From an optimization exercise on the open Yosys and OpenROAD flow, aimed at small area, a short achievable clock period and few clock cycles per item; shortcuts taken in it are not production practice.
No run shown here included a check of the RTL's function; only the layout flow was run.
Power figures rest on the tool's default switching activity, not on a simulated workload.

**design/flow/design.v**
```verilog
module CompMul(
	input [31:0] Multiplicand_input,
	input [31:0] Multiplier_input,
	input run,
	input rst,
	input clk,
	output ready,
	output [63:0] Product_output
	);
	reg [31:0] Mn;        
	reg [31:0] PL;        
	reg [31:0] S;         
	reg [31:0] C;         
	reg [5:0] LC;        
	reg CF;               
	reg [5:0] BBn;       
	reg [5:0] BBp;       
	reg iter, fin, done;
	reg [2:0] cnt;
	wire idle = ~(iter | fin | done);
	assign ready = done;
	assign Product_output = {S, PL};
	wire [7:0] lo_sum2 = {1'b0, PL[31:26], 1'b1} + {1'b0, LC, CF};
	wire [6:0] lo_sum = lo_sum2[7:1];
	wire lo_cout = lo_sum[6];
	wire [38:0] fin_sum2 = {S, PL[31:26], 1'b1} + {C, LC, CF};
	wire [31:0] hi_sum = fin_sum2[38:7];
	wire [5:0] fin_lo = fin_sum2[6:1];
	wire [31:0] pp0 = {~Mn[31:16] & {16{BBp[0]}}, ~(Mn[15:0] | {16{BBn[0]}})};
	wire [31:0] pp1 = {~Mn[31:16] & {16{BBp[1]}}, ~(Mn[15:0] | {16{BBn[1]}})};
	wire [31:0] pp2 = {~Mn[31:16] & {16{BBp[2]}}, ~(Mn[15:0] | {16{BBn[2]}})};
	wire [31:0] pp3 = {~Mn[31:16] & {16{BBp[3]}}, ~(Mn[15:0] | {16{BBn[3]}})};
	wire [31:0] pp4 = {~Mn[31:16] & {16{BBp[4]}}, ~(Mn[15:0] | {16{BBn[4]}})};
	wire [31:0] pp5 = {~Mn[31:16] & {16{BBp[5]}}, ~(Mn[15:0] | {16{BBn[5]}})};
	wire hs0, hc0;
	HA u_hs0 (.a(C[4]), .b(S[4]), .s(hs0), .co(hc0));
	wire fs0, fc0;
	FA u_fs0 (.a(C[5]), .b(S[5]), .c(pp0[5]), .s(fs0), .co(fc0));
	wire hs1, hc1;
	HA u_hs1 (.a(pp1[4]), .b(pp2[3]), .s(hs1), .co(hc1));
	wire fs1, fc1;
	FA u_fs1 (.a(C[6]), .b(S[6]), .c(pp0[6]), .s(fs1), .co(fc1));
	wire fs2, fc2;
	FA u_fs2 (.a(pp1[5]), .b(pp2[4]), .c(pp3[3]), .s(fs2), .co(fc2));
	wire fs3, fc3;
	FA u_fs3 (.a(C[7]), .b(S[7]), .c(pp0[7]), .s(fs3), .co(fc3));
	wire fs4, fc4;
	FA u_fs4 (.a(pp1[6]), .b(pp2[5]), .c(pp3[4]), .s(fs4), .co(fc4));
	wire fs5, fc5;
	FA u_fs5 (.a(C[8]), .b(S[8]), .c(pp0[8]), .s(fs5), .co(fc5));
	wire fs6, fc6;
	FA u_fs6 (.a(pp1[7]), .b(pp2[6]), .c(pp3[5]), .s(fs6), .co(fc6));
	wire fs7, fc7;
	FA u_fs7 (.a(C[9]), .b(S[9]), .c(pp0[9]), .s(fs7), .co(fc7));
	wire fs8, fc8;
	FA u_fs8 (.a(pp1[8]), .b(pp2[7]), .c(pp3[6]), .s(fs8), .co(fc8));
	wire fs9, fc9;
	FA u_fs9 (.a(C[10]), .b(S[10]), .c(pp0[10]), .s(fs9), .co(fc9));
	wire fs10, fc10;
	FA u_fs10 (.a(pp1[9]), .b(pp2[8]), .c(pp3[7]), .s(fs10), .co(fc10));
	wire fs11, fc11;
	FA u_fs11 (.a(C[11]), .b(S[11]), .c(pp0[11]), .s(fs11), .co(fc11));
	wire fs12, fc12;
	FA u_fs12 (.a(pp1[10]), .b(pp2[9]), .c(pp3[8]), .s(fs12), .co(fc12));
	wire fs13, fc13;
	FA u_fs13 (.a(C[12]), .b(S[12]), .c(pp0[12]), .s(fs13), .co(fc13));
	wire fs14, fc14;
	FA u_fs14 (.a(pp1[11]), .b(pp2[10]), .c(pp3[9]), .s(fs14), .co(fc14));
	wire fs15, fc15;
	FA u_fs15 (.a(C[13]), .b(S[13]), .c(pp0[13]), .s(fs15), .co(fc15));
	wire fs16, fc16;
	FA u_fs16 (.a(pp1[12]), .b(pp2[11]), .c(pp3[10]), .s(fs16), .co(fc16));
	wire fs17, fc17;
	FA u_fs17 (.a(C[14]), .b(S[14]), .c(pp0[14]), .s(fs17), .co(fc17));
	wire fs18, fc18;
	FA u_fs18 (.a(pp1[13]), .b(pp2[12]), .c(pp3[11]), .s(fs18), .co(fc18));
	wire fs19, fc19;
	FA u_fs19 (.a(C[15]), .b(S[15]), .c(pp0[15]), .s(fs19), .co(fc19));
	wire fs20, fc20;
	FA u_fs20 (.a(pp1[14]), .b(pp2[13]), .c(pp3[12]), .s(fs20), .co(fc20));
	wire fs21, fc21;
	FA u_fs21 (.a(C[16]), .b(S[16]), .c(pp0[16]), .s(fs21), .co(fc21));
	wire fs22, fc22;
	FA u_fs22 (.a(pp1[15]), .b(pp2[14]), .c(pp3[13]), .s(fs22), .co(fc22));
	wire fs23, fc23;
	FA u_fs23 (.a(C[17]), .b(S[17]), .c(pp0[17]), .s(fs23), .co(fc23));
	wire fs24, fc24;
	FA u_fs24 (.a(pp1[16]), .b(pp2[15]), .c(pp3[14]), .s(fs24), .co(fc24));
	wire fs25, fc25;
	FA u_fs25 (.a(C[18]), .b(S[18]), .c(pp0[18]), .s(fs25), .co(fc25));
	wire fs26, fc26;
	FA u_fs26 (.a(pp1[17]), .b(pp2[16]), .c(pp3[15]), .s(fs26), .co(fc26));
	wire fs27, fc27;
	FA u_fs27 (.a(C[19]), .b(S[19]), .c(pp0[19]), .s(fs27), .co(fc27));
	wire fs28, fc28;
	FA u_fs28 (.a(pp1[18]), .b(pp2[17]), .c(pp3[16]), .s(fs28), .co(fc28));
	wire fs29, fc29;
	FA u_fs29 (.a(C[20]), .b(S[20]), .c(pp0[20]), .s(fs29), .co(fc29));
	wire fs30, fc30;
	FA u_fs30 (.a(pp1[19]), .b(pp2[18]), .c(pp3[17]), .s(fs30), .co(fc30));
	wire fs31, fc31;
	FA u_fs31 (.a(C[21]), .b(S[21]), .c(pp0[21]), .s(fs31), .co(fc31));
	wire fs32, fc32;
	FA u_fs32 (.a(pp1[20]), .b(pp2[19]), .c(pp3[18]), .s(fs32), .co(fc32));
	wire fs33, fc33;
	FA u_fs33 (.a(C[22]), .b(S[22]), .c(pp0[22]), .s(fs33), .co(fc33));
	wire fs34, fc34;
	FA u_fs34 (.a(pp1[21]), .b(pp2[20]), .c(pp3[19]), .s(fs34), .co(fc34));
	wire fs35, fc35;
	FA u_fs35 (.a(C[23]), .b(S[23]), .c(pp0[23]), .s(fs35), .co(fc35));
	wire fs36, fc36;
	FA u_fs36 (.a(pp1[22]), .b(pp2[21]), .c(pp3[20]), .s(fs36), .co(fc36));
	wire fs37, fc37;
	FA u_fs37 (.a(C[24]), .b(S[24]), .c(pp0[24]), .s(fs37), .co(fc37));
	wire fs38, fc38;
	FA u_fs38 (.a(pp1[23]), .b(pp2[22]), .c(pp3[21]), .s(fs38), .co(fc38));
	wire fs39, fc39;
	FA u_fs39 (.a(C[25]), .b(S[25]), .c(pp0[25]), .s(fs39), .co(fc39));
	wire fs40, fc40;
	FA u_fs40 (.a(pp1[24]), .b(pp2[23]), .c(pp3[22]), .s(fs40), .co(fc40));
	wire fs41, fc41;
	FA u_fs41 (.a(C[26]), .b(S[26]), .c(pp0[26]), .s(fs41), .co(fc41));
	wire fs42, fc42;
	FA u_fs42 (.a(pp1[25]), .b(pp2[24]), .c(pp3[23]), .s(fs42), .co(fc42));
	wire fs43, fc43;
	FA u_fs43 (.a(C[27]), .b(S[27]), .c(pp0[27]), .s(fs43), .co(fc43));
	wire fs44, fc44;
	FA u_fs44 (.a(pp1[26]), .b(pp2[25]), .c(pp3[24]), .s(fs44), .co(fc44));
	wire fs45, fc45;
	FA u_fs45 (.a(C[28]), .b(S[28]), .c(pp0[28]), .s(fs45), .co(fc45));
	wire fs46, fc46;
	FA u_fs46 (.a(pp1[27]), .b(pp2[26]), .c(pp3[25]), .s(fs46), .co(fc46));
	wire fs47, fc47;
	FA u_fs47 (.a(C[29]), .b(S[29]), .c(pp0[29]), .s(fs47), .co(fc47));
	wire fs48, fc48;
	FA u_fs48 (.a(pp1[28]), .b(pp2[27]), .c(pp3[26]), .s(fs48), .co(fc48));
	wire fs49, fc49;
	FA u_fs49 (.a(C[30]), .b(S[30]), .c(pp0[30]), .s(fs49), .co(fc49));
	wire fs50, fc50;
	FA u_fs50 (.a(pp1[29]), .b(pp2[28]), .c(pp3[27]), .s(fs50), .co(fc50));
	wire fs51, fc51;
	FA u_fs51 (.a(C[31]), .b(S[31]), .c(pp0[31]), .s(fs51), .co(fc51));
	wire fs52, fc52;
	FA u_fs52 (.a(pp1[30]), .b(pp2[29]), .c(pp3[28]), .s(fs52), .co(fc52));
	wire hs2, hc2;
	HA u_hs2 (.a(pp1[31]), .b(pp2[30]), .s(hs2), .co(hc2));
	wire hs3, hc3;
	HA u_hs3 (.a(C[2]), .b(S[2]), .s(hs3), .co(hc3));
	wire fs53, fc53;
	FA u_fs53 (.a(C[3]), .b(S[3]), .c(pp0[3]), .s(fs53), .co(fc53));
	wire hs4, hc4;
	HA u_hs4 (.a(pp1[2]), .b(pp2[1]), .s(hs4), .co(hc4));
	wire fs54, fc54;
	FA u_fs54 (.a(hs0), .b(pp0[4]), .c(pp1[3]), .s(fs54), .co(fc54));
	wire fs55, fc55;
	FA u_fs55 (.a(pp2[2]), .b(pp3[1]), .c(pp4[0]), .s(fs55), .co(fc55));
	wire fs56, fc56;
	FA u_fs56 (.a(hc0), .b(pp3[2]), .c(pp4[1]), .s(fs56), .co(fc56));
	wire fs57, fc57;
	FA u_fs57 (.a(pp5[0]), .b(hs1), .c(fs0), .s(fs57), .co(fc57));
	wire fs58, fc58;
	FA u_fs58 (.a(pp4[2]), .b(pp5[1]), .c(hc1), .s(fs58), .co(fc58));
	wire fs59, fc59;
	FA u_fs59 (.a(fc0), .b(fs1), .c(fs2), .s(fs59), .co(fc59));
	wire fs60, fc60;
	FA u_fs60 (.a(pp4[3]), .b(pp5[2]), .c(fc1), .s(fs60), .co(fc60));
	wire fs61, fc61;
	FA u_fs61 (.a(fc2), .b(fs3), .c(fs4), .s(fs61), .co(fc61));
	wire fs62, fc62;
	FA u_fs62 (.a(pp4[4]), .b(pp5[3]), .c(fc3), .s(fs62), .co(fc62));
	wire fs63, fc63;
	FA u_fs63 (.a(fc4), .b(fs5), .c(fs6), .s(fs63), .co(fc63));
	wire fs64, fc64;
	FA u_fs64 (.a(pp4[5]), .b(pp5[4]), .c(fc5), .s(fs64), .co(fc64));
	wire fs65, fc65;
	FA u_fs65 (.a(fc6), .b(fs7), .c(fs8), .s(fs65), .co(fc65));
	wire fs66, fc66;
	FA u_fs66 (.a(pp4[6]), .b(pp5[5]), .c(fc7), .s(fs66), .co(fc66));
	wire fs67, fc67;
	FA u_fs67 (.a(fc8), .b(fs10), .c(fs9), .s(fs67), .co(fc67));
	wire fs68, fc68;
	FA u_fs68 (.a(pp4[7]), .b(pp5[6]), .c(fc10), .s(fs68), .co(fc68));
	wire fs69, fc69;
	FA u_fs69 (.a(fc9), .b(fs11), .c(fs12), .s(fs69), .co(fc69));
	wire fs70, fc70;
	FA u_fs70 (.a(pp4[8]), .b(pp5[7]), .c(fc11), .s(fs70), .co(fc70));
	wire fs71, fc71;
	FA u_fs71 (.a(fc12), .b(fs13), .c(fs14), .s(fs71), .co(fc71));
	wire fs72, fc72;
	FA u_fs72 (.a(pp4[9]), .b(pp5[8]), .c(fc13), .s(fs72), .co(fc72));
	wire fs73, fc73;
	FA u_fs73 (.a(fc14), .b(fs15), .c(fs16), .s(fs73), .co(fc73));
	wire fs74, fc74;
	FA u_fs74 (.a(pp4[10]), .b(pp5[9]), .c(fc15), .s(fs74), .co(fc74));
	wire fs75, fc75;
	FA u_fs75 (.a(fc16), .b(fs17), .c(fs18), .s(fs75), .co(fc75));
	wire fs76, fc76;
	FA u_fs76 (.a(pp4[11]), .b(pp5[10]), .c(fc17), .s(fs76), .co(fc76));
	wire fs77, fc77;
	FA u_fs77 (.a(fc18), .b(fs19), .c(fs20), .s(fs77), .co(fc77));
	wire fs78, fc78;
	FA u_fs78 (.a(pp4[12]), .b(pp5[11]), .c(fc19), .s(fs78), .co(fc78));
	wire fs79, fc79;
	FA u_fs79 (.a(fc20), .b(fs21), .c(fs22), .s(fs79), .co(fc79));
	wire fs80, fc80;
	FA u_fs80 (.a(pp4[13]), .b(pp5[12]), .c(fc21), .s(fs80), .co(fc80));
	wire fs81, fc81;
	FA u_fs81 (.a(fc22), .b(fs23), .c(fs24), .s(fs81), .co(fc81));
	wire fs82, fc82;
	FA u_fs82 (.a(pp4[14]), .b(pp5[13]), .c(fc23), .s(fs82), .co(fc82));
	wire fs83, fc83;
	FA u_fs83 (.a(fc24), .b(fs25), .c(fs26), .s(fs83), .co(fc83));
	wire fs84, fc84;
	FA u_fs84 (.a(pp4[15]), .b(pp5[14]), .c(fc25), .s(fs84), .co(fc84));
	wire fs85, fc85;
	FA u_fs85 (.a(fc26), .b(fs27), .c(fs28), .s(fs85), .co(fc85));
	wire fs86, fc86;
	FA u_fs86 (.a(pp4[16]), .b(pp5[15]), .c(fc27), .s(fs86), .co(fc86));
	wire fs87, fc87;
	FA u_fs87 (.a(fc28), .b(fs29), .c(fs30), .s(fs87), .co(fc87));
	wire fs88, fc88;
	FA u_fs88 (.a(pp4[17]), .b(pp5[16]), .c(fc29), .s(fs88), .co(fc88));
	wire fs89, fc89;
	FA u_fs89 (.a(fc30), .b(fs31), .c(fs32), .s(fs89), .co(fc89));
	wire fs90, fc90;
	FA u_fs90 (.a(pp4[18]), .b(pp5[17]), .c(fc31), .s(fs90), .co(fc90));
	wire fs91, fc91;
	FA u_fs91 (.a(fc32), .b(fs33), .c(fs34), .s(fs91), .co(fc91));
	wire fs92, fc92;
	FA u_fs92 (.a(pp4[19]), .b(pp5[18]), .c(fc33), .s(fs92), .co(fc92));
	wire fs93, fc93;
	FA u_fs93 (.a(fc34), .b(fs35), .c(fs36), .s(fs93), .co(fc93));
	wire fs94, fc94;
	FA u_fs94 (.a(pp4[20]), .b(pp5[19]), .c(fc35), .s(fs94), .co(fc94));
	wire fs95, fc95;
	FA u_fs95 (.a(fc36), .b(fs37), .c(fs38), .s(fs95), .co(fc95));
	wire fs96, fc96;
	FA u_fs96 (.a(pp4[21]), .b(pp5[20]), .c(fc37), .s(fs96), .co(fc96));
	wire fs97, fc97;
	FA u_fs97 (.a(fc38), .b(fs39), .c(fs40), .s(fs97), .co(fc97));
	wire fs98, fc98;
	FA u_fs98 (.a(pp4[22]), .b(pp5[21]), .c(fc39), .s(fs98), .co(fc98));
	wire fs99, fc99;
	FA u_fs99 (.a(fc40), .b(fs41), .c(fs42), .s(fs99), .co(fc99));
	wire fs100, fc100;
	FA u_fs100 (.a(pp4[23]), .b(pp5[22]), .c(fc41), .s(fs100), .co(fc100));
	wire fs101, fc101;
	FA u_fs101 (.a(fc42), .b(fs43), .c(fs44), .s(fs101), .co(fc101));
	wire fs102, fc102;
	FA u_fs102 (.a(pp4[24]), .b(pp5[23]), .c(fc43), .s(fs102), .co(fc102));
	wire fs103, fc103;
	FA u_fs103 (.a(fc44), .b(fs45), .c(fs46), .s(fs103), .co(fc103));
	wire fs104, fc104;
	FA u_fs104 (.a(pp4[25]), .b(pp5[24]), .c(fc45), .s(fs104), .co(fc104));
	wire fs105, fc105;
	FA u_fs105 (.a(fc46), .b(fs47), .c(fs48), .s(fs105), .co(fc105));
	wire fs106, fc106;
	FA u_fs106 (.a(pp4[26]), .b(pp5[25]), .c(fc47), .s(fs106), .co(fc106));
	wire fs107, fc107;
	FA u_fs107 (.a(fc48), .b(fs49), .c(fs50), .s(fs107), .co(fc107));
	wire fs108, fc108;
	FA u_fs108 (.a(pp4[27]), .b(pp5[26]), .c(fc49), .s(fs108), .co(fc108));
	wire fs109, fc109;
	FA u_fs109 (.a(fc50), .b(fs51), .c(fs52), .s(fs109), .co(fc109));
	wire fs110, fc110;
	FA u_fs110 (.a(pp3[29]), .b(pp4[28]), .c(pp5[27]), .s(fs110), .co(fc110));
	wire fs111, fc111;
	FA u_fs111 (.a(hs2), .b(fc51), .c(fc52), .s(fs111), .co(fc111));
	wire fs112, fc112;
	FA u_fs112 (.a(pp2[31]), .b(pp3[30]), .c(pp4[29]), .s(fs112), .co(fc112));
	wire hs5, hc5;
	HA u_hs5 (.a(pp5[28]), .b(hc2), .s(hs5), .co(hc5));
	wire hs6, hc6;
	HA u_hs6 (.a(pp3[31]), .b(pp4[30]), .s(hs6), .co(hc6));
	wire hs7, hc7;
	HA u_hs7 (.a(C[1]), .b(S[1]), .s(hs7), .co(hc7));
	wire fs113, fc113;
	FA u_fs113 (.a(hs3), .b(pp0[2]), .c(pp1[1]), .s(fs113), .co(fc113));
	wire fs114, fc114;
	FA u_fs114 (.a(hc3), .b(pp3[0]), .c(hs4), .s(fs114), .co(fc114));
	wire fs115, fc115;
	FA u_fs115 (.a(hc4), .b(fc53), .c(fs54), .s(fs115), .co(fc115));
	wire fs116, fc116;
	FA u_fs116 (.a(fc54), .b(fc55), .c(fs56), .s(fs116), .co(fc116));
	wire fs117, fc117;
	FA u_fs117 (.a(fc56), .b(fs58), .c(fc57), .s(fs117), .co(fc117));
	wire fs118, fc118;
	FA u_fs118 (.a(fc58), .b(fc59), .c(fs60), .s(fs118), .co(fc118));
	wire fs119, fc119;
	FA u_fs119 (.a(fc60), .b(fc61), .c(fs62), .s(fs119), .co(fc119));
	wire fs120, fc120;
	FA u_fs120 (.a(fc62), .b(fc63), .c(fs64), .s(fs120), .co(fc120));
	wire fs121, fc121;
	FA u_fs121 (.a(fc64), .b(fc65), .c(fs66), .s(fs121), .co(fc121));
	wire fs122, fc122;
	FA u_fs122 (.a(fc66), .b(fc67), .c(fs68), .s(fs122), .co(fc122));
	wire fs123, fc123;
	FA u_fs123 (.a(fc68), .b(fc69), .c(fs70), .s(fs123), .co(fc123));
	wire fs124, fc124;
	FA u_fs124 (.a(fc70), .b(fc71), .c(fs72), .s(fs124), .co(fc124));
	wire fs125, fc125;
	FA u_fs125 (.a(fc72), .b(fc73), .c(fs74), .s(fs125), .co(fc125));
	wire fs126, fc126;
	FA u_fs126 (.a(fc74), .b(fc75), .c(fs76), .s(fs126), .co(fc126));
	wire fs127, fc127;
	FA u_fs127 (.a(fc76), .b(fc77), .c(fs78), .s(fs127), .co(fc127));
	wire fs128, fc128;
	FA u_fs128 (.a(fc78), .b(fc79), .c(fs80), .s(fs128), .co(fc128));
	wire fs129, fc129;
	FA u_fs129 (.a(fc80), .b(fc81), .c(fs82), .s(fs129), .co(fc129));
	wire fs130, fc130;
	FA u_fs130 (.a(fc82), .b(fc83), .c(fs84), .s(fs130), .co(fc130));
	wire fs131, fc131;
	FA u_fs131 (.a(fc84), .b(fc85), .c(fs86), .s(fs131), .co(fc131));
	wire fs132, fc132;
	FA u_fs132 (.a(fc86), .b(fc87), .c(fs88), .s(fs132), .co(fc132));
	wire fs133, fc133;
	FA u_fs133 (.a(fc88), .b(fc89), .c(fs90), .s(fs133), .co(fc133));
	wire fs134, fc134;
	FA u_fs134 (.a(fc90), .b(fc91), .c(fs92), .s(fs134), .co(fc134));
	wire fs135, fc135;
	FA u_fs135 (.a(fc92), .b(fc93), .c(fs94), .s(fs135), .co(fc135));
	wire fs136, fc136;
	FA u_fs136 (.a(fc94), .b(fc95), .c(fs96), .s(fs136), .co(fc136));
	wire fs137, fc137;
	FA u_fs137 (.a(fc96), .b(fc97), .c(fs98), .s(fs137), .co(fc137));
	wire fs138, fc138;
	FA u_fs138 (.a(fc98), .b(fc99), .c(fs100), .s(fs138), .co(fc138));
	wire fs139, fc139;
	FA u_fs139 (.a(fc100), .b(fc101), .c(fs102), .s(fs139), .co(fc139));
	wire fs140, fc140;
	FA u_fs140 (.a(fc102), .b(fc103), .c(fs104), .s(fs140), .co(fc140));
	wire fs141, fc141;
	FA u_fs141 (.a(fc104), .b(fc105), .c(fs106), .s(fs141), .co(fc141));
	wire fs142, fc142;
	FA u_fs142 (.a(fc106), .b(fc107), .c(fs108), .s(fs142), .co(fc142));
	wire fs143, fc143;
	FA u_fs143 (.a(fs110), .b(fc108), .c(fc109), .s(fs143), .co(fc143));
	wire fs144, fc144;
	FA u_fs144 (.a(fc110), .b(fs112), .c(hs5), .s(fs144), .co(fc144));
	wire fs145, fc145;
	FA u_fs145 (.a(pp5[29]), .b(hs6), .c(fc112), .s(fs145), .co(fc145));
	wire hs8, hc8;
	HA u_hs8 (.a(pp4[31]), .b(pp5[30]), .s(hs8), .co(hc8));
	wire hs9, hc9;
	HA u_hs9 (.a(C[0]), .b(S[0]), .s(hs9), .co(hc9));
	wire fs146, fc146;
	FA u_fs146 (.a(hs7), .b(pp0[1]), .c(pp1[0]), .s(fs146), .co(fc146));
	wire fs147, fc147;
	FA u_fs147 (.a(hc7), .b(pp2[0]), .c(fs113), .s(fs147), .co(fc147));
	wire fs148, fc148;
	FA u_fs148 (.a(fc113), .b(fs53), .c(fs114), .s(fs148), .co(fc148));
	wire fs149, fc149;
	FA u_fs149 (.a(fs55), .b(fc114), .c(fs115), .s(fs149), .co(fc149));
	wire fs150, fc150;
	FA u_fs150 (.a(fc115), .b(fs116), .c(fs57), .s(fs150), .co(fc150));
	wire fs151, fc151;
	FA u_fs151 (.a(fc116), .b(fs59), .c(fs117), .s(fs151), .co(fc151));
	wire fs152, fc152;
	FA u_fs152 (.a(fs61), .b(fc117), .c(fs118), .s(fs152), .co(fc152));
	wire fs153, fc153;
	FA u_fs153 (.a(fs63), .b(fc118), .c(fs119), .s(fs153), .co(fc153));
	wire fs154, fc154;
	FA u_fs154 (.a(fs65), .b(fc119), .c(fs120), .s(fs154), .co(fc154));
	wire fs155, fc155;
	FA u_fs155 (.a(fs67), .b(fc120), .c(fs121), .s(fs155), .co(fc155));
	wire fs156, fc156;
	FA u_fs156 (.a(fs69), .b(fc121), .c(fs122), .s(fs156), .co(fc156));
	wire fs157, fc157;
	FA u_fs157 (.a(fs71), .b(fc122), .c(fs123), .s(fs157), .co(fc157));
	wire fs158, fc158;
	FA u_fs158 (.a(fs73), .b(fc123), .c(fs124), .s(fs158), .co(fc158));
	wire fs159, fc159;
	FA u_fs159 (.a(fs75), .b(fc124), .c(fs125), .s(fs159), .co(fc159));
	wire fs160, fc160;
	FA u_fs160 (.a(fs77), .b(fc125), .c(fs126), .s(fs160), .co(fc160));
	wire fs161, fc161;
	FA u_fs161 (.a(fs79), .b(fc126), .c(fs127), .s(fs161), .co(fc161));
	wire fs162, fc162;
	FA u_fs162 (.a(fs81), .b(fc127), .c(fs128), .s(fs162), .co(fc162));
	wire fs163, fc163;
	FA u_fs163 (.a(fs83), .b(fc128), .c(fs129), .s(fs163), .co(fc163));
	wire fs164, fc164;
	FA u_fs164 (.a(fs85), .b(fc129), .c(fs130), .s(fs164), .co(fc164));
	wire fs165, fc165;
	FA u_fs165 (.a(fs87), .b(fc130), .c(fs131), .s(fs165), .co(fc165));
	wire fs166, fc166;
	FA u_fs166 (.a(fs89), .b(fc131), .c(fs132), .s(fs166), .co(fc166));
	wire fs167, fc167;
	FA u_fs167 (.a(fs91), .b(fc132), .c(fs133), .s(fs167), .co(fc167));
	wire fs168, fc168;
	FA u_fs168 (.a(fs93), .b(fc133), .c(fs134), .s(fs168), .co(fc168));
	wire fs169, fc169;
	FA u_fs169 (.a(fs95), .b(fc134), .c(fs135), .s(fs169), .co(fc169));
	wire fs170, fc170;
	FA u_fs170 (.a(fs97), .b(fc135), .c(fs136), .s(fs170), .co(fc170));
	wire fs171, fc171;
	FA u_fs171 (.a(fs99), .b(fc136), .c(fs137), .s(fs171), .co(fc171));
	wire fs172, fc172;
	FA u_fs172 (.a(fs101), .b(fc137), .c(fs138), .s(fs172), .co(fc172));
	wire fs173, fc173;
	FA u_fs173 (.a(fs103), .b(fc138), .c(fs139), .s(fs173), .co(fc173));
	wire fs174, fc174;
	FA u_fs174 (.a(fs105), .b(fc139), .c(fs140), .s(fs174), .co(fc174));
	wire fs175, fc175;
	FA u_fs175 (.a(fs107), .b(fc140), .c(fs141), .s(fs175), .co(fc175));
	wire fs176, fc176;
	FA u_fs176 (.a(fs109), .b(fc141), .c(fs142), .s(fs176), .co(fc176));
	wire fs177, fc177;
	FA u_fs177 (.a(fs111), .b(fc142), .c(fs143), .s(fs177), .co(fc177));
	wire fs178, fc178;
	FA u_fs178 (.a(fc111), .b(fs144), .c(fc143), .s(fs178), .co(fc178));
	wire fs179, fc179;
	FA u_fs179 (.a(hc5), .b(fs145), .c(fc144), .s(fs179), .co(fc179));
	wire fs180, fc180;
	FA u_fs180 (.a(hc6), .b(hs8), .c(fc145), .s(fs180), .co(fc180));
	wire hs10, hc10;
	HA u_hs10 (.a(pp5[31]), .b(hc8), .s(hs10), .co(hc10));
	wire [37:0] TS = {hc10, fc180, fc179, fc178, fc177, fc176, fc175, fc174, fc173, fc172, fc171, fc170, fc169, fc168, fc167, fc166, fc165, fc164, fc163, fc162, fc161, fc160, fc159, fc158, fc157, fc156, fc155, fc154, fc153, fc152, fc151, fc150, fc149, fc148, fc147, fc146, hc9, hs9};
	wire [37:0] TC = {1'b0, hs10, fs180, fs179, fs178, fs177, fs176, fs175, fs174, fs173, fs172, fs171, fs170, fs169, fs168, fs167, fs166, fs165, fs164, fs163, fs162, fs161, fs160, fs159, fs158, fs157, fs156, fs155, fs154, fs153, fs152, fs151, fs150, fs149, fs148, fs147, fs146, pp0[0]};
	always @(posedge clk or posedge rst) begin
		if (rst) begin
			iter <= 1'b0;
			fin <= 1'b0;
			done <= 1'b0;
			cnt <= 3'd0;
		end else begin
			if (idle) begin
				if (run) iter <= 1'b1;
				cnt <= 3'd0;
			end else if (iter) begin
				cnt <= cnt + 3'd1;
				if (cnt == 3'd4) begin
					iter <= 1'b0;
					fin <= 1'b1;
				end
			end else if (fin) begin
				fin <= 1'b0;
				done <= 1'b1;
			end
		end
	end
	always @(posedge clk) begin
		Mn <= ~Multiplicand_input;
		BBn <= idle ? ~Multiplier_input[7:2] : ~PL[11:6];
		BBp <= idle ? Multiplier_input[7:2] : PL[11:6];
		if (iter) begin
			S <= TS[37:6];
			C <= TC[37:6];
			LC <= TC[5:0];
			CF <= lo_cout;
			PL <= {TS[5:0], lo_sum[5:0], PL[25:6]};
		end else if (idle) begin
			S <= {2'b00, Multiplicand_input[31:2] & {30{Multiplier_input[0]}}};
			C <= {1'b0, Multiplicand_input[31:1] & {31{Multiplier_input[1]}}};
			LC <= {Multiplicand_input[0] & Multiplier_input[1], 5'd0};
			CF <= 1'b0;
			PL <= {Multiplicand_input[1] & Multiplier_input[0], Multiplicand_input[0] & Multiplier_input[0], Multiplier_input[31:2]};
		end else begin
			S <= hi_sum;
			C <= 32'd0;
			LC <= 6'd0;
			CF <= 1'b0;
			PL[31:26] <= fin_lo;
		end
	end
endmodule
module FA(input a, input b, input c, output s, output co);
	assign s = a ^ b ^ c;
	assign co = (a & b) | (a & c) | (b & c);
endmodule
module HA(input a, input b, output s, output co);
	assign s = a ^ b;
	assign co = a & b;
endmodule
```
**design/flow/flow/run.sh**
```bash
#!/bin/bash
# Own layout flow: the standard layout (standard.sh), with two changes:
#  - the port buffers that buffer_ports inserts are of the cell named in flow/knobs
#    (PORT_BUF) instead of the default pick;
#  - repair_timing aims for the setup margin named in flow/knobs (SETUP_MARGIN).
# Each make run writes its full output to a log file in this folder; ORFS's own
# per-step logs stay under orfs/logs/.
set -euo pipefail
source flow/knobs
bash standard.sh \
  "BUFFER_PORTS_ARGS=-buffer_cell $PORT_BUF" \
  "SETUP_SLACK_MARGIN=$SETUP_MARGIN" \
  finish > make_finish.log 2>&1
```
**design/flow/flow/knobs**
```
PORT_BUF=sky130_fd_sc_hd__buf_2
SETUP_MARGIN=6.5
```
**design/flow/standard.sh**
```bash
#!/bin/bash
# synth_recipe.tcl (not shown) runs the flow's synth.tcl, then flattens the netlist and writes it again
# the make line also repeats each setting of config.mk as NAME=value (left out here)
make -C /OpenROAD-flow-scripts/flow DESIGN_CONFIG=/design/flow/config.mk WORK_HOME=/design/flow/orfs CLKGATE_MAP_FILE= SYNTH_SCRIPT=/design/flow/synth_recipe.tcl "${@:-finish}"
```
**design/flow/config.mk**
```make
export PLATFORM = sky130hd
export DESIGN_NAME = CompMul
export DESIGN_NICKNAME = CompMul
export VERILOG_FILES = /design/flow/design.v
export SDC_FILE = /design/flow/constraint.sdc
export NUM_CORES = 4
export LEC_CHECK = 0
export CAP_MARGIN = 20
export CORE_MARGIN = 2
export CORE_UTILIZATION = 40
export CTS_BUF_LIST = sky130_fd_sc_hd__clkbuf_4 sky130_fd_sc_hd__clkbuf_8
export SLEW_MARGIN = 20
export SYNTH_HIERARCHICAL = 1
export SYNTH_MINIMUM_KEEP_SIZE = 0
```
**design/flow/constraint.sdc**
```tcl
create_clock -name core_clock -period 10.0 [get_ports {clk}]
set_input_delay 2.0000 -clock core_clock [delete_from_list [all_inputs] [get_ports {clk}]]
set_output_delay 2.0000 -clock core_clock [all_outputs]
set_load 0.01 [all_outputs]
```
==> summary.txt, run 1 <==
MaxCap Viol Count - 0
unrepaired setup endpoints after global routing - false
sequential element share of the synthesized area - 0.2841
DR DRC count - 0
most used cell, CP - fa_1
initial antenna violation count - 0
Worst-Margin Slew - 0.8369 ns
fraction of layout cells with a size suffix above 1 - 0.1715
post-synth net total - 1390
synthesized area per cell - 10.75 µm²
setup slack after layout - 6.700 ns
Post-synth EDFFs - 26
mux cell area share after synthesis - 0.03178
Post-synth ARST share - 0.03947
setup TNS - 0 ns
Synth top area share - 0.3105
FP Rows - 62
fin crit period - 3.300 ns
worst hold slack - 0.5064 ns
main combinational cell family by area after synthesis - adder cells
Top Ports - 132
DRT iter0 DRCs - 640
gpl congestion - 0.8467
Die Wd - 175.3 µm
most common cell after layout, fill and taps aside - fa_1
Finished Layout Cells - 1592
Via Count - 8475
Pwr Total - 2.530 mW
Storage cell area - 3337 µm²
Final period util - 0.3300
post-route ant nets - 0
first-pass GRT wire length - 50630 µm
simple-gate share of the synthesized area - 0.1302
Initial Utilization - 0.4077
Largest stage delay, worst path - 0.83 ns
Pre-Repair DR Iteration Count - 5
post-synth top area cell - fa_1
Synth Warn # - 7
Fmax - 0.3031 GHz
clock-pin slew on the worst setup and hold paths - 0.09 ns
Setup CP Type - flop to flop
Leak - 5.805 nW
Yosys reg bits - 152
Worst-Skew Late Latency - 0.48 ns
Top Layer Used - met4
XOR/XNOR Fraction of Synth Area - 0.02762
required time worst endpoint - 10.34 ns
port bufs - 131
Core Region - 28780 µm²
final setup fails - 0
Clock Skew - 0.02108 ns
top cells by area, synth - fa_1 31%, dfxtp_1 20%, edfxtp_1 6.7%
WL met3 - 1217 µm
most frequent cells in the layout - 182 x fa_1, 131 x buf_2, 120 x dfxtp_1
root buffer cell - clkbuf_8
metal1 wirelength - 14310 µm
TritonCTS clock tree - yes
Place WS - 6.412 ns
post-CTS setup buffer count - 0
CTS Hold Bufs - 0
area grow syn2layout - 12.37%
area occupied by multi-input gates - 8008 µm²
Worst IR Drop VDD - 0.09947 mV
CTS buffer count - 17
Post-DP HPWL - 24150 µm
post-synthesis compound-gate area fraction - 0.1284
Die H - 175.3 µm
total global routing overflow - 0
routed len/inst - 19.72 µm
full die area - 30720 µm²
fillers - 2729
CP max stage cell - dfxtp_1
number of library cell types mapped by synthesis - 62
vias in the first global route - 9171
# clock sinks - 152
crit end category - flop
post-synthesis adder-cell area fraction - 0.3639
global-route usage over all layers - 0.2134
synthesized area - 11730 µm²
CP Data Arrival Time - 3.64 ns
fin nets - 1493
CP Cell Sequence - nor2b_1 > fa_1 > fa_1 > fa_1 > fa_1 > a22oi_1 > o21ai_0
drt via density - 5.323
fin. max-slew vios - 0
HP Class - flop to flop
outcome - timing/DRC/antenna clean
dpl cells - 1559
final hold vios - 0
wire length on met2 - 15460 µm
cells after synthesis - 1091
startpoint types - flop
H-Tree Depth - 4
clk buf depth - 2
largest net degree at the start of global routing - 60
CP max FO - 16
Post-CTS Resized - 0
Main synth FF type - dfxtp_1
relative slew slack - 0.4413
Pwr Density - 191.9 nW/µm²
overall routed net length - 31390 µm
state kept, by name, indices dropped and copies added (netlist names), 3 cells and up:
name and flops:
PL 32, BBp 6, cnt 3, LC 6
C 31, Mn 32, S 32, BBn 6
modules after synthesis, one instance, submodules excluded:
| module | times used | cell area, µm² | cells |
|---|---|---|---|
| HA | 11 | 12.51 | 1 |
| FA | 181 | 20.02 | 1 |
| CompMul | 1 | 7971 | 899 |
final timing paths:
check / depth (start not counted) / endpoint / startpoint / slack [ns]
min in group asynchronous: 2 / cnt[0]$_DFFE_PP0P_ / rst / 1.44
max in group asynchronous: 2 / iter$_DFFE_PP0P_ / rst / 8.31
worst min register to register: 1 / done$_DFFE_PP0P_ / done$_DFFE_PP0P_ / 0.51
worst min-delay path: 1 / done$_DFFE_PP0P_ / done$_DFFE_PP0P_ / 0.51
worst max register to register: 7 / S[25]$_DFF_P_ / BBp[1]$_DFF_P_ / 6.70
worst max-delay path: 7 / S[25]$_DFF_P_ / BBp[1]$_DFF_P_ / 6.70
final cells by class:
type	count	share of cell area
Sequential cell	152	0.2531
Clock buffer	21	0.02097
Timing Repair Buffer	135	0.05201
Antenna cell	1	0.0001898
Tap cell	384	0.03644
Clock inverter	11	0.01480
Multi-Input combinational cell	835	0.6074
Inverter	53	0.01509
synth_stat cells, types with 5 or more instances:
master,number
and3_1,7
and2_1,6
a21oi_1,35
nor2_1,118
nand2_1,46
fa_1,182
ha_1,50
clkbuf_1,46
a21o_1,20
mux2_2,26
dfxtp_1,120
inv_1,53
xor2_1,14
a31oi_1,8
nor3_1,9
edfxtp_1,26
mux2i_1,8
o21ai_1,8
a22oi_1,25
o21bai_1,6
a22o_1,32
nor2b_1,97
nand3_1,7
o21ai_0,56
xnor2_1,23
o21a_1,5
dfrtp_1,6
cells by family (layout without fill, tap and decap cells):
group           after synthesis  in the layout
flops                       152            152
mux                          34             34
simple gates                307            307
compound gates              224            224
fa+ha+maj                   232            232
buf+inv                     104            220
other cells                   1              2
xor+xnor                     37             37
where the power goes:
group	internal (mW)	total [mW]	switching (mW)
sequential	0.712	0.837	0.125
clock	0.317	0.582	0.265
combinational	0.500	1.11	0.611
critical path: cells and delay by family, from the launching register on:
| family | cells | cell delay, ns |
|---|---|---|
| fa+ha+maj | 4 | 1.71 |
| flops | 1 | 0.83 |
| compound gates | 2 | 0.33 |
| simple gates | 1 | 0.29 |
routing by layer:
layer  up-vias  GRT usage
met5         -          0
met4         0    0.05174
met3        35    0.03463
met2       184     0.3550
met1      4362     0.2924
li1       3894          -
through the flow:
stage | utilization | area, µm²
2_1_floorplan | - | 11730
3_3_place_gp | 0.4416 | 12710
3_5_place_dp | 0.4416 | 12710
4_1_cts | 0.4580 | 13180
5_1_grt | 0.4580 | 13180
6_report | 0.4581 | 13180
==> inputs of run 2 (changes only) <==
==> design/flow/flow/knobs (replaced) <==
PORT_BUF=sky130_fd_sc_hd__buf_2
SETUP_MARGIN=7.0
==> run 2 against run 1 <==
Sequential share of layout area decreased by 0.60 points. Critical path depth decreased by 6. Worst hold slack improved by 0.020 ns. Synthesized area did not move. Cell area rose by 7.2%. Largest cell class unchanged. Highest routed layer unchanged. Clock power down 14%.
==> summary.txt, run 2 <==
most common cell after layout, fill and taps aside - fa_1
Clock Skew - 0.01701 ns (-0.004071 ns)
CTS Hold Bufs - 0 (unchanged)
Core Region - 28780 µm² (unchanged)
synthesized area per cell - 10.75 µm² (unchanged)
HP Class - flop to flop
Storage cell area - 3492 µm² (+4.6%)
total global routing overflow - 0 (unchanged)
post-route ant nets - 0 (unchanged)
fin nets - 1548 (+3.7%)
Die H - 175.3 µm (unchanged)
fraction of layout cells with a size suffix above 1 - 0.2924 (+0.1209)
worst path bufs/invs - 1 (+1)
root buffer cell - clkbuf_8
Critical Path Stages - 1 (-6)
crit end category - output port
FF-to-FF Start - BBp[1]$_DFF_P_
DRT iter0 DRCs - 473 (-26%)
CTS buffer count - 17 (unchanged)
global-route usage over all layers - 0.2181 (+0.004790)
drt via density - 5.261 (-1.2%)
Pwr Density - 193.1 nW/µm² (+0.62%)
number of library cell types mapped by synthesis - 62 (unchanged)
Post-DP HPWL - 24130 µm (about the same)
overall routed net length - 32780 µm (+4.4%)
fillers - 2631 (-3.6%)
Setup CP Type - flop to output port
unrepaired setup endpoints after global routing - true
Top Ports - 132 (unchanged)
largest net degree at the start of global routing - 59 (-1.7%)
Leak - 6.142 nW (+5.8%)
Yosys reg bits - 152 (unchanged)
Fmax - 0.3268 GHz (+7.8%)
Pwr Total - 2.729 mW (+7.9%)
final hold vios - 0 (unchanged)
setup TNS - 0 ns (unchanged)
Post-synth ARST share - 0.03947 (unchanged)
sequential element share of the synthesized area - 0.2841 (unchanged)
Post-synth EDFFs - 26 (unchanged)
outcome - timing/DRC/antenna clean
Crit path max-delay family - flip-flops
Largest stage delay, worst path - 0.42 ns (-0.41 ns)
final setup fails - 0 (unchanged)
Final period util - 0.3060 (-0.02396)
first-pass GRT wire length - 51200 µm (+1.1%)
CP max FO - 2 (-14)
cells after synthesis - 1091 (unchanged)
clk buf depth - 2 (unchanged)
Worst IR Drop VDD - 0.1161 mV (+17%)
Main synth FF type - dfxtp_1
top cells by area, synth - fa_1 31%, dfxtp_1 20%, edfxtp_1 6.7%
Initial Utilization - 0.4077 (unchanged)
startpoint types - flop
clock-pin slew on the worst setup and hold paths - 0.09 ns (about the same)
Worst Setup EP - Product_output[20]
vias in the first global route - 9172 (+0.011%)
FP Rows - 62 (unchanged)
gpl congestion - 0.8356 (-1.3%)
relative slew slack - 0.5516 (+0.1103)
CP max stage cell - edfxtp_1
count leader, synth - fa_1
area grow syn2layout - 20.47%
required time worst endpoint - 8.00 ns (-2.34 ns)
Die Wd - 175.3 µm (unchanged)
Worst-Skew Late Latency - 0.49 ns (about the same)
H-Tree Depth - 4 (unchanged)
Reg2Reg Setup Slack - 7.06 ns (+0.36 ns)
DR DRC count - 0 (unchanged)
fin crit period - 3.060 ns (-0.2396 ns)
TritonCTS clock tree - yes
area occupied by multi-input gates - 8210 µm² (+2.5%)
initial antenna violation count - 1 (+1)
MaxCap Viol Count - 0 (unchanged)
synthesized area - 11730 µm² (unchanged)
biggest regs - Mn x32, PL x32, S x32
# clock sinks - 152 (unchanged)
fin. max-slew vios - 0 (unchanged)
R2R cell count - 8 (+1)
most frequent cells in the layout - 160 x fa_1, 118 x nor2_1, 99 x buf_2
Synth Warn # - 7 (unchanged)
CP Data Arrival Time - 1.06 ns (-2.58 ns)
Worst-Margin Slew - 0.6725 ns (-0.1643 ns)
Synth top area share - 0.3105 (unchanged)
routed len/inst - 19.90 µm (+0.94%)
post-synth top area cell - fa_1
Via Count - 8665 (+2.2%)
Pre-Repair DR Iteration Count - 5 (unchanged)
commonest cells in the netlist - 182 x fa_1, 120 x dfxtp_1, 118 x nor2_1
Critical Path Source - PL[20]$_DFFE_PP_
post-synth net total - 1390 (unchanged)
full die area - 30720 µm² (unchanged)
CP Cell Sequence - buf_2
port bufs - 131 (unchanged)
R2R Path End - S[18]$_DFF_P_
==> run 2: report_power, final <==
| group | internal (mW) | total (mW) | switching (mW) | leakage, nW |
|---|---|---|---|---|
| registers | 0.754 | 0.859 | 0.105 | 1.31 |
| logic | 0.668 | 1.37 | 0.702 | 4.64 |
| clock network | 0.233 | 0.500 | 0.266 | 0.193 |
| total | 1.66 | 2.73 | 1.07 | 6.14 |
==> run 2: repair_timing <==
item                                   in CTS  in global routing
buffers inserted                           39                 16
pin swaps                                   0                 11
endpoints found under the hold margin       0                  0
setup endpoints to repair                 120                107
resized for setup                         103                 93
==> run 2: kinds of logic (layout without fill, tap and decap cells) <==
kind of cell / Yosys count / count (layout) / share of synthesized area
flops: 152 / 152 / 0.2841
other cells: 1 / 2 / 0.0003196
fa+ha+maj: 232 / 232 / 0.3639
simple gates: 307 / 307 / 0.1302
mux: 34 / 34 / 0.03178
compound gates: 224 / 224 / 0.1284
xor+xnor: 37 / 37 / 0.02762
buf+inv: 104 / 275 / 0.03370
==> run 2: worst min path at each step <==
stage          slack (ns)                 end               start  cells past startpoint
2_1_floorplan        0.48  cnt[0]$_DFFE_PP0P_  cnt[0]$_DFFE_PP0P_                      1
6_report             0.53  cnt[0]$_DFFE_PP0P_  cnt[0]$_DFFE_PP0P_                      1
5_1_grt              0.57  cnt[0]$_DFFE_PP0P_  cnt[0]$_DFFE_PP0P_                      1
4_1_cts              0.52  cnt[0]$_DFFE_PP0P_  cnt[0]$_DFFE_PP0P_                      1
3_3_place_gp         0.47    done$_DFFE_PP0P_    done$_DFFE_PP0P_                      1
3_5_place_dp         0.48    done$_DFFE_PP0P_    done$_DFFE_PP0P_                      1
==> run 2: per-layer routing <==
layer	GRT usage	routed length (µm)
met5	0	0
met4	0.06667	638
met3	0.04437	1357
met2	0.3583	16160
met1	0.2917	14620
==> run 2: modules after synthesis (local to each module, per instance) <==
module,cells,flip-flops and latches,copies in the design,cell area [µm²]
HA,1,0,11,12.51
CompMul,899,152,1,7971
FA,1,0,181,20.02
==> run 2: metrics by stage <==
stage / instance area [µm²] / worst slack, ns / cells / utilization / hold slack (ns)
after detailed placement: 12710 / 6.380 / 1559 / 0.4416 / 0.4828
after global routing: 14130 / 6.896 / 1647 / 0.4911 / 0.5662
after global placement: 12710 / 6.515 / 1559 / 0.4416 / 0.4746
after floorplan: 11740 / 7.007 / 1091 / - / 0.4753
after CTS: 13680 / 6.901 / 1630 / 0.4755 / 0.5246
final: 14130 / 6.940 / 1647 / 0.4911 / 0.5265
==> run 2: final cells by class <==
type | instances | area share
Clock inverter | 13 | 0.01027
Clock buffer | 19 | 0.01806
Tap cell | 384 | 0.03399
Antenna cell | 1 | 0.0001771
Multi-Input combinational cell | 835 | 0.5809
Inverter | 53 | 0.01408
Sequential cell | 152 | 0.2471
Timing Repair Buffer | 190 | 0.09543
==> inputs of run 3 (changes only) <==
--- a/design/flow/config.mk
+++ b/design/flow/config.mk
@@ -8,7 +8,9 @@
 export CAP_MARGIN = 20
 export CORE_MARGIN = 2
 export CORE_UTILIZATION = 40
-export CTS_BUF_LIST = sky130_fd_sc_hd__clkbuf_4 sky130_fd_sc_hd__clkbuf_8
+export CTS_BUF_LIST = sky130_fd_sc_hd__clkbuf_16
+export CTS_CLUSTER_DIAMETER = 300
+export CTS_CLUSTER_SIZE = 40
 export SLEW_MARGIN = 20
 export SYNTH_HIERARCHICAL = 1
 export SYNTH_MINIMUM_KEEP_SIZE = 0
==> run 3 against run 2 <==
Still clean. Sequential power about the same. Synthesized area did not move. Non-clock buffer count decreased by 34.
==> summary.txt, run 3 <==
H-Tree Depth - 4 (unchanged)
CP Cell Sequence - buf_6
Switch Pwr - 1.036 mW (-3.5%)
clk buf depth - 2 (unchanged)
vias in the first global route - 8942 (-2.5%)
port bufs - 131 (unchanged)
FF-to-FF Start - BBp[0]$_DFF_P_
Clk pwr share - 0.240 (+0.057)
R2R cell count - 7 (-1)
routed len/inst - 19.82 µm (-0.41%)
post-route ant nets - 0 (unchanged)
CP max stage cell - edfxtp_1
fin crit period - 3.026 ns (-0.03411 ns)
clock-pin slew on the worst setup and hold paths - 0.07 ns (-0.02 ns)
Main synth FF type - dfxtp_1
Initial Utilization - 0.4077 (unchanged)
crit end category - output port
MaxCap Viol Count - 0 (unchanged)
Synth top area share - 0.3105 (unchanged)
Worst-Margin Slew - 0.7981 ns (+0.1256 ns)
count leader, synth - fa_1
cells after synthesis - 1091 (unchanged)
final setup fails - 0 (unchanged)
Largest stage delay, worst path - 0.44 ns (+0.02 ns)
number of library cell types mapped by synthesis - 62 (unchanged)
Post-synth ARST share - 0.03947 (unchanged)
Critical Path Stages - 1 (unchanged)
Worst-Skew Late Latency - 0.44 ns (-0.05 ns)
worst path bufs/invs - 1 (unchanged)
unrepaired setup endpoints after global routing - true
overall routed net length - 31970 µm (-2.5%)
DR DRC count - 0 (unchanged)
sequential element share of the synthesized area - 0.2841 (unchanged)
Worst Setup EP - Product_output[6]
Pwr Density - 191.9 nW/µm² (-0.62%)
synthesized area per cell - 10.75 µm² (unchanged)
commonest cells in the netlist - 182 x fa_1, 120 x dfxtp_1, 118 x nor2_1
power share of the sequential group - 0.326 (+0.011)
Switching Fraction - 0.3929 (-0.0005460)
setup TNS - 0 ns (unchanged)
Yosys reg bits - 152 (unchanged)
top cells by area, synth - fa_1 31%, dfxtp_1 20%, edfxtp_1 6.7%
Top Ports - 132 (unchanged)
first-pass GRT wire length - 49870 µm (-2.6%)
R2R Path End - C[12]$_DFF_P_
drt via density - 5.242 (-0.35%)
fraction of layout cells with a size suffix above 1 - 0.2573 (-0.03506)
root buffer cell - clkbuf_16
DRT iter0 DRCs - 501 (+5.9%)
Die Wd - 175.3 µm (unchanged)
Reg2Reg Setup Slack - 7.08 ns (+0.02 ns)
Crit path max-delay family - flip-flops
final hold vios - 0 (unchanged)
most frequent cells in the layout - 161 x fa_1, 130 x buf_2, 118 x nor2_1
FP Rows - 62 (unchanged)
worst hold slack - 0.5241 ns (-0.002405 ns)
Synth Warn # - 7 (unchanged)
HP Class - flop to flop
fin. max-slew vios - 0 (unchanged)
Clock Skew - 0.01328 ns (-0.003735 ns)
outcome - timing/DRC/antenna clean
Final period util - 0.3026 (-0.003411)
post-synth net total - 1390 (unchanged)
Fmax - 0.3305 GHz (+1.1%)
Pre-Repair DR Iteration Count - 4 (-1)
Critical Path Source - PL[6]$_DFFE_PP_
P_int - 1.602 mW (-3.2%)
most common cell after layout, fill and taps aside - fa_1
Core Region - 28780 µm² (unchanged)
Post-synth EDFFs - 26 (unchanged)
startpoint types - flop
Worst IR Drop VDD - 0.1068 mV (-8.0%)
fin nets - 1514 (-2.2%)
Setup CP Type - flop to output port
full die area - 30720 µm² (unchanged)
biggest regs - Mn x32, PL x32, S x32
CTS Hold Bufs - 0 (unchanged)
Pwr Total - 2.638 mW (-3.3%)
CP max FO - 3 (+1)
worst hold path depth - 1 (unchanged)
total global routing overflow - 0 (unchanged)
relative slew slack - 0.4672 (-0.08447)
area grow syn2layout - 17.18%
initial antenna violation count - 1 (unchanged)
Logic pwr share - 0.435 (-0.067)
Leak - 5.978 nW (-2.7%)
# clock sinks - 152 (unchanged)
TritonCTS clock tree - yes
global-route usage over all layers - 0.2111 (-0.007033)
fin util - 0.4777 (-0.01339)
synthesized area - 11730 µm² (unchanged)
largest net degree at the start of global routing - 59 (unchanged)
Via Count - 8456 (-2.4%)
post-synth top area cell - fa_1
required time worst endpoint - 8.00 ns (about the same)
Post-DP HPWL - 24130 µm (unchanged)
CTS buffer count - 17 (unchanged)
Die H - 175.3 µm (unchanged)
CP Data Arrival Time - 1.03 ns (-0.03 ns)
gpl congestion - 0.8356 (unchanged)
run 3: cell counts after synthesis:
Identical to the previous run, type by type.
run 3: per-module statistics from Yosys (local to each module, per instance):
module	area, µm²	times used	flip-flops and latches
CompMul	7971	1	152
FA	20.02	181	0
HA	12.51	11	0
run 3: logic make-up (layout without fill, tap and decap cells):
logic type	Yosys count	in the layout	share of synthesized area
AO/OA/AOI/OAI	224	224	0.1284
XOR/XNOR	37	37	0.02762
adder cells (fa/ha/maj)	232	232	0.3639
buffers and inverters	104	241	0.03370
flip-flops	152	152	0.2841
multiplexers	34	34	0.03178
other	1	2	0.0003196
AND/OR/NAND/NOR	307	307	0.1302
run 3: how the worst min path moves through the flow:
stage                             startpoint  slack, ns                 end
after floorplan           cnt[0]$_DFFE_PP0P_       0.48  cnt[0]$_DFFE_PP0P_
after global placement      done$_DFFE_PP0P_       0.47    done$_DFFE_PP0P_
after detailed placement    done$_DFFE_PP0P_       0.48    done$_DFFE_PP0P_
after CTS                 cnt[0]$_DFFE_PP0P_       0.52  cnt[0]$_DFFE_PP0P_
after global routing        done$_DFFE_PP0P_       0.56    done$_DFFE_PP0P_
final                     cnt[0]$_DFFE_PP0P_       0.52  cnt[0]$_DFFE_PP0P_
run 3: repair_timing:
item,CTS,global route
setup buffers,6,15
resized for setup,46,71
endpoints found under the setup margin,100,77
pin swaps,0,15
run 3: cell type report:
| cell class | instances | area [µm²] |
|---|---|---|
| antenna | 1 | 2.502 |
| clock buffer | 19 | 475.5 |
| clock inverter | 13 | 92.59 |
| fill | 2656 | 15030 |
| inverter | 53 | 198.9 |
| multi-input combinational | 835 | 8170 |
| sequential | 152 | 3430 |
| tap | 384 | 480.5 |
| timing repair buffer | 156 | 898.4 |
run 3: power by group through the flow:
| stage | sequential, mW | combinational (mW) | clock (mW) |
|---|---|---|---|
| after floorplan | 0.845 | 0.729 | 0 |
| after global placement | 0.856 | 1.12 | 0 |
| after detailed placement | 0.855 | 1.12 | 0 |
| after CTS | 0.857 | 1.13 | 0.645 |
| after global routing | 0.872 | 1.29 | 0.670 |
| final | 0.859 | 1.15 | 0.632 |
run 3: metal layers:
metal	track usage	part of all wire	routed length, µm
met2	0.3533	0.49	15690
met5	0	0	0
met1	0.2830	0.45	14440
met3	0.04264	0.039	1240
met4	0.04896	0.019	599
run 3: per-stage QoR:
step	cells	worst slack [ns]	instance area, µm²
global placement	1559	6.515	12710
global route	1613	6.944	13750
floorplan	1091	7.007	11740
finish	1613	6.974	13750
detailed placement	1559	6.380	12710
CTS	1597	6.967	13390
==> inputs of run 4 (changes only) <==
==> design/flow/flow/knobs (replaced) <==
PORT_BUF=sky130_fd_sc_hd__buf_1
SETUP_MARGIN=7.0
==> run 4 against run 3 <==
Utilization is 0.57 points lower. Synthesized cell count stayed put. Clock skew hardly changed. Fmax is 0.91% higher. Critical endpoint unchanged. Largest cell class unchanged.
==> summary.txt, run 4 <==
sequential element share of the synthesized area - 0.2841 (unchanged)
clk buf depth - 2 (unchanged)
Logic pwr share - 0.433 (-0.002)
Setup CP Type - flop to output port
fin nets - 1516 (+0.13%)
Die H - 175.3 µm (unchanged)
H-Tree Depth - 4 (unchanged)
Post-DP HPWL - 24220 µm (+0.37%)
HP Class - flop to flop
Pwr Density - 192.6 nW/µm² (+0.37%)
relative slew slack - 0.4675 (about the same)
total global routing overflow - 0 (unchanged)
biggest regs - Mn x32, PL x32, S x32
Final period util - 0.2999 (-0.002724)
cells after synthesis - 1091 (unchanged)
# clock sinks - 152 (unchanged)
Via Count - 8600 (+1.7%)
CP max FO - 2 (-1)
area grow syn2layout - 15.78%
Main synth FF type - dfxtp_1
largest net degree at the start of global routing - 65 (+10%)
root buffer cell - clkbuf_16
area post-placement - 12540 µm² (-1.3%)
drt via density - 5.328 (+1.6%)
CP Data Arrival Time - 1.00 ns (-0.03 ns)
fin crit period - 2.999 ns (-0.02724 ns)
initial antenna violation count - 0 (-1)
power share of the sequential group - 0.328 (+0.002)
Crit path max-delay family - flip-flops
Die Wd - 175.3 µm (unchanged)
CP Cell Sequence - buf_6
commonest cells in the netlist - 182 x fa_1, 120 x dfxtp_1, 118 x nor2_1
gpl congestion - 0.8523 (+2.0%)
DR DRC count - 0 (unchanged)
Synth top area share - 0.3105 (unchanged)
required time worst endpoint - 8.00 ns (about the same)
count leader, synth - fa_1
overall routed net length - 32080 µm (+0.35%)
synthesized area - 11730 µm² (unchanged)
top cells by area, synth - fa_1 31%, dfxtp_1 20%, edfxtp_1 6.7%
fin. max-slew vios - 0 (unchanged)
post-synth top area cell - fa_1
number of library cell types mapped by synthesis - 62 (unchanged)
Post-synth ARST share - 0.03947 (unchanged)
DRT iter0 DRCs - 539 (+7.6%)
fraction of layout cells with a size suffix above 1 - 0.1634 (-0.09391)
final setup fails - 0 (unchanged)
Post-synth EDFFs - 26 (unchanged)
TritonCTS clock tree - yes
P_int - 1.581 mW (-1.3%)
crit end category - output port
unrepaired setup endpoints after global routing - true
setup TNS - 0 ns (unchanged)
Top Ports - 132 (unchanged)
global-route usage over all layers - 0.2111 (about the same)
Ant. Diodes - 0 (-1)
CP max stage cell - edfxtp_1
Worst-Skew Late Latency - 0.43 ns (about the same)
FP Rows - 62 (unchanged)
startpoint types - flop
full die area - 30720 µm² (unchanged)
post-route cell area - 13580 µm² (-1.2%)
MaxCap Viol Count - 0 (unchanged)
Switching Fraction - 0.3957 (+0.002873)
Worst IR Drop VDD - 0.1085 mV (+1.6%)
clock-pin slew on the worst setup and hold paths - 0.07 ns (about the same)
post-synth net total - 1390 (unchanged)
worst path bufs/invs - 1 (unchanged)
most common cell after layout, fill and taps aside - fa_1
Clk pwr share - 0.238 (-0.002)
outcome - timing/DRC/antenna clean
post-route ant nets - 0 (unchanged)
Largest stage delay, worst path - 0.42 ns (-0.02 ns)
Clock Skew - 0.01340 ns (+0.0001212 ns)
Initial Utilization - 0.4077 (unchanged)
vias in the first global route - 9150 (+2.3%)
most frequent cells in the layout - 176 x fa_1, 118 x nor2_1, 88 x buf_1
synthesized area per cell - 10.75 µm² (unchanged)
CTS Hold Bufs - 0 (unchanged)
Place WS - 6.169 ns (-0.2110 ns)
Fmax - 0.3335 GHz (+0.91%)
Yosys reg bits - 152 (unchanged)
port bufs - 131 (unchanged)
final hold vios - 0 (unchanged)
CTS buffer count - 17 (unchanged)
Core Region - 28780 µm² (unchanged)
routed len/inst - 19.88 µm (+0.29%)
Leak - 5.747 nW (-3.9%)
Worst-Margin Slew - 0.7976 ns (-0.0005252 ns)
setup slack after layout - 7.001 ns (+0.02724 ns)
first-pass GRT wire length - 50320 µm (+0.90%)
Synth Warn # - 7 (unchanged)
Switch Pwr - 1.035 mW (about the same)
Pre-Repair DR Iteration Count - 5 (+1)
run 4: cell count changes in the layout (fill, tap and decap cells not counted), sizes merged:
cell    delta
clkinv     +2
clkbuf    +19
buf       -19
diode      -1
inv        -1
bufinv     +1
run 4: layout make-up:
cell class                 instances  area (µm²)
sequential                       152        3423
multi-input combinational        835        8089
tap                              384       480.5
inverter                          53       198.9
clock buffer                      17       425.4
timing repair buffer             158       838.3
fill                            2739       15200
clock inverter                    15       128.9
run 4: layer usage:
| metal | global-route usage | vias to the layer above | wire length [µm] |
|---|---|---|---|
| met2 | 0.3553 | 205 | 16130 |
| li1 | - | 3934 | - |
| met5 | 0 | - | 0 |
| met3 | 0.03377 | 31 | 1230 |
| met1 | 0.2843 | 4430 | 14220 |
| met4 | 0.05556 | 0 | 504 |
run 4: logic make-up after synthesis:
group,after synthesis,share of synthesized area
multiplexers,34,0.03178
adder cells (fa/ha/maj),232,0.3639
AO/OA/AOI/OAI,224,0.1284
flip-flops,152,0.2841
AND/OR/NAND/NOR,307,0.1302
XOR/XNOR,37,0.02762
buffers and inverters,104,0.03370
other,1,0.0003196
run 4: power groups by stage:
stage          logic (mW)  registers (mW)  clock network [mW]
4_1_cts              1.13           0.859               0.637
6_report             1.13           0.859               0.623
3_5_place_dp         1.10           0.857                   0
5_1_grt              1.29           0.874               0.665
3_3_place_gp         1.10           0.858                   0
2_1_floorplan       0.729           0.845                   0
run 4: Yosys stat by module (local to each module, per instance):
module   cell area, µm²  cells inside  flops+latches
HA                12.51             1              0
CompMul            7971           899            152
FA                20.02             1              0
run 4: metrics by stage:
step	hold WS, ns	util	total power, mW	cells
3_5_place_dp	0.4877	0.4359	1.961	1559
5_1_grt	0.5376	0.4720	2.828	1614
6_report	0.5170	0.4720	2.617	1614
4_1_cts	0.5200	0.4597	2.623	1596
3_3_place_gp	0.4758	0.4359	1.958	1559
2_1_floorplan	0.4753	-	1.574	1091
run 4: path summary, 6_finish.rpt:
check,from,endpoint,slack [ns],depth (start not counted)
hold reg to reg,cnt[0]$_DFFE_PP0P_,cnt[0]$_DFFE_PP0P_,0.52,1
setup reg to reg,PL[29]$_DFF_P_,S[28]$_DFF_P_,7.06,10
max in group asynchronous,rst,iter$_DFFE_PP0P_,8.28,2
min in group asynchronous,rst,cnt[0]$_DFFE_PP0P_,1.49,2
hold / removal,cnt[0]$_DFFE_PP0P_,cnt[0]$_DFFE_PP0P_,0.52,1
setup / recovery,PL[6]$_DFFE_PP_,Product_output[6],7.00,1
run 4: what timing repair did:
item / 4_1_cts / 5_1_grt
gates resized for setup: 68 / 64
setup endpoints to repair: 101 / 83
buffers inserted: 5 / 18
pin swaps: 0 / 3
==> inputs of run 5 (changes only) <==
==> design/flow/flow/knobs (replaced) <==
PORT_BUF=sky130_fd_sc_hd__buf_2
SETUP_MARGIN=7.0
--- a/design/flow/config.mk
+++ b/design/flow/config.mk
@@ -7,10 +7,10 @@
 export LEC_CHECK = 0
 export CAP_MARGIN = 20
 export CORE_MARGIN = 2
-export CORE_UTILIZATION = 40
+export CORE_UTILIZATION = 60
 export CTS_BUF_LIST = sky130_fd_sc_hd__clkbuf_16
-export CTS_CLUSTER_DIAMETER = 300
-export CTS_CLUSTER_SIZE = 40
+export CTS_CLUSTER_DIAMETER = 500
+export CTS_CLUSTER_SIZE = 50
 export SLEW_MARGIN = 20
 export SYNTH_HIERARCHICAL = 1
 export SYNTH_MINIMUM_KEEP_SIZE = 0
==> run 5 against run 4 <==
Clock-buffer cell count did not move. Global-route usage up 9.9 points. Synthesized area did not move. First-iteration DRC count down 4.5%. Clock power is 6.9% higher. Critical path depth stayed put. Highest routed layer unchanged.
==> summary.txt, run 5 <==
Pwr Total - 2.678 mW (+2.4%)
most frequent cells in the layout - 171 x fa_1, 129 x buf_2, 118 x nor2_1
dpl cells - 1440 (-7.6%)
Final period util - 0.3070 (+0.007085)
total global routing overflow - 0 (unchanged)
power share of the sequential group - 0.324 (-0.004)
CTS Hold Bufs - 0 (unchanged)
final hold vios - 0 (unchanged)
Switching Fraction - 0.4037 (+0.007921)
first-pass GRT wire length - 48440 µm (-3.7%)
Worst-Margin Slew - 0.8761 ns (+0.07844 ns)
# clock sinks - 152 (unchanged)
Worst IR Drop VDD - 0.1401 mV (+29%)
Reg2Reg Setup Slack - 7.05 ns (about the same)
Worst Hold End - cnt[0]$_DFFE_PP0P_
Synth Warn # - 7 (unchanged)
Post-synth ARST share - 0.03947 (unchanged)
outcome - timing/DRC/antenna clean
commonest cells in the netlist - 182 x fa_1, 120 x dfxtp_1, 118 x nor2_1
Logic pwr share - 0.427 (-0.006)
post-synth net total - 1390 (unchanged)
full die area - 20690 µm² (-33%)
most common cell after layout, fill and taps aside - fa_1
Die H - 143.8 µm (-18%)
number of library cell types mapped by synthesis - 62 (unchanged)
setup slack after layout - 6.930 ns (-0.07085 ns)
clk buf depth - 2 (unchanged)
post-route ant nets - 0 (unchanged)
R2R Path End - S[19]$_DFF_P_
fin nets - 1519 (+0.20%)
CP max FO - 2 (unchanged)
vias in the first global route - 8971 (-2.0%)
Yosys reg bits - 152 (unchanged)
root buffer cell - clkbuf_16
Pre-Repair DR Iteration Count - 5 (unchanged)
Hold Crit Start - cnt[0]$_DFFE_PP0P_
Core Region - 19330 µm² (-33%)
biggest regs - Mn x32, PL x32, S x32
startpoint types - flop
required time worst endpoint - 8.00 ns (about the same)
Place WS - 6.446 ns (+0.2774 ns)
fin crit period - 3.070 ns (+0.07085 ns)
worst path bufs/invs - 1 (unchanged)
CP max stage cell - edfxtp_1
top cells by area, synth - fa_1 31%, dfxtp_1 20%, edfxtp_1 6.7%
H-Tree Depth - 4 (unchanged)
Leak - 6.022 nW (+4.8%)
Top Ports - 132 (unchanged)
setup TNS - 0 ns (unchanged)
HP Class - flop to flop
Fmax - 0.3258 GHz (-2.3%)
Crit path max-delay family - flip-flops
synthesized area - 11730 µm² (unchanged)
fraction of layout cells with a size suffix above 1 - 0.2449 (+0.08152)
Finished Layout Cells - 1498 (-7.2%)
cells after synthesis - 1091 (unchanged)
fin util - 0.7045 (+0.2325)
Pwr Density - 196.6 nW/µm² (+2.1%)
Post-synth EDFFs - 26 (unchanged)
Initial Utilization - 0.6068 (+0.1991)
Switch Pwr - 1.081 mW (+4.4%)
overall routed net length - 30720 µm (-4.2%)
synthesized area per cell - 10.75 µm² (unchanged)
Synth top area share - 0.3105 (unchanged)
Die Wd - 143.8 µm (-18%)
area grow syn2layout - 16.10%
drt via density - 5.778 (+8.4%)
largest net degree at the start of global routing - 80 (+23%)
Critical Path Source - PL[24]$_DFFE_PP_
R2R cell count - 9 (-1)
DR DRC count - 0 (unchanged)
run 5: cell types whose count changed in the layout (fill, tap and decap cells not counted), sizes merged:
| cell | delta |
|---|---|
| clkbuf | -22 |
| clkinv | +4 |
| clkinvlp | -3 |
| bufinv | -1 |
| buf | +25 |
run 5: worst max-delay path by stage:
stage	to	slack, ns	depth (start not counted)
floorplan	C[5]$_DFF_P_	7.01	8
global placement	S[15]$_DFF_P_	6.58	4
detailed placement	S[7]$_DFF_P_	6.45	4
CTS	Product_output[24]	6.94	1
global route	S[23]$_DFF_P_	6.92	8
finish	Product_output[24]	6.93	1
run 5: what timing repair did:
action | in CTS | in global routing
endpoints found under the setup margin | 110 | 89
gates cloned | 0 | 0
gates resized for setup | 43 | 55
pin swaps | 0 | 6
setup buffers | 11 | 15
run 5: final cells by class:
| class | count | area [µm²] |
|---|---|---|
| multi-input combinational | 835 | 8085 |
| tap | 265 | 331.6 |
| inverter | 53 | 198.9 |
| sequential | 152 | 3447 |
| clock inverter | 15 | 202.7 |
| fill | 1502 | 5713 |
| clock buffer | 17 | 425.4 |
| timing repair buffer | 161 | 930.9 |
run 5: layer usage:
metal | vias up | share of wire | track usage
met5 | - | 0 | 0
met4 | 0 | 0.019 | 0.09494
met3 | 50 | 0.058 | 0.07164
met2 | 252 | 0.48 | 0.4992
met1 | 4406 | 0.44 | 0.4214
li1 | 3947 | - | -
run 5: logic make-up (layout without fill, tap and decap cells):
kind of cell,after synthesis,in the layout,share of synthesized area
and+or+nand+nor,307,307,0.1302
xor gates and xnor gates,37,37,0.02762
buffers and inverters,104,246,0.03370
DFF,152,152,0.2841
AOI/OAI and AO/OA,224,224,0.1284
other,1,1,0.0003196
adders and majority gates,232,232,0.3639
muxes,34,34,0.03178
run 5: power by group through the flow:
stage	Sequential, mW	Clock, mW	Combinational (mW)
5_1_grt	0.880	0.700	1.30
6_report	0.868	0.666	1.14
3_3_place_gp	0.855	0	1.11
4_1_cts	0.857	0.674	1.13
3_5_place_dp	0.853	0	1.12
2_1_floorplan	0.845	0	0.729
run 5: modules after synthesis (local to each module, per instance):
module / copies in the design / cells inside
CompMul: 1 / 899
FA: 181 / 1
HA: 11 / 1
run 5: metrics by stage:
step / instance area [µm²] / hold WS, ns
final: 13620 / 0.5304
after global routing: 13620 / 0.5699
after CTS: 13330 / 0.5267
after detailed placement: 12560 / 0.4909
after global placement: 12560 / 0.4809
after floorplan: 11740 / 0.4753

## what the ideal ports hide
In the flow no input, the clock included, has a driving cell. The finished layouts below were timed again as built, in two steps. Step 1 assumes that a clkbuf_16 drives the clock port and a buf_2 every other input. Step 2, shift: input delay + t, output delay - t, t = (earliest + latest rising clock arrival at the registers) / 2. This alone moves slack from input paths to output paths. Three values: ideal, step 1, step 2; two values: the first two.
run	shift t [ns]	setup slack, ns
run 1	0.518	6.700 / 6.700 / 6.700
run 2	0.530	6.940 / 6.892 / 6.770
run 3	0.478	6.974 / 6.924 / 6.807
run 4	0.478	7.001 / 6.952 / 6.736
run 5	0.491	6.930 / 6.882 / 6.804
After both steps setup and hold are still met in every run listed.
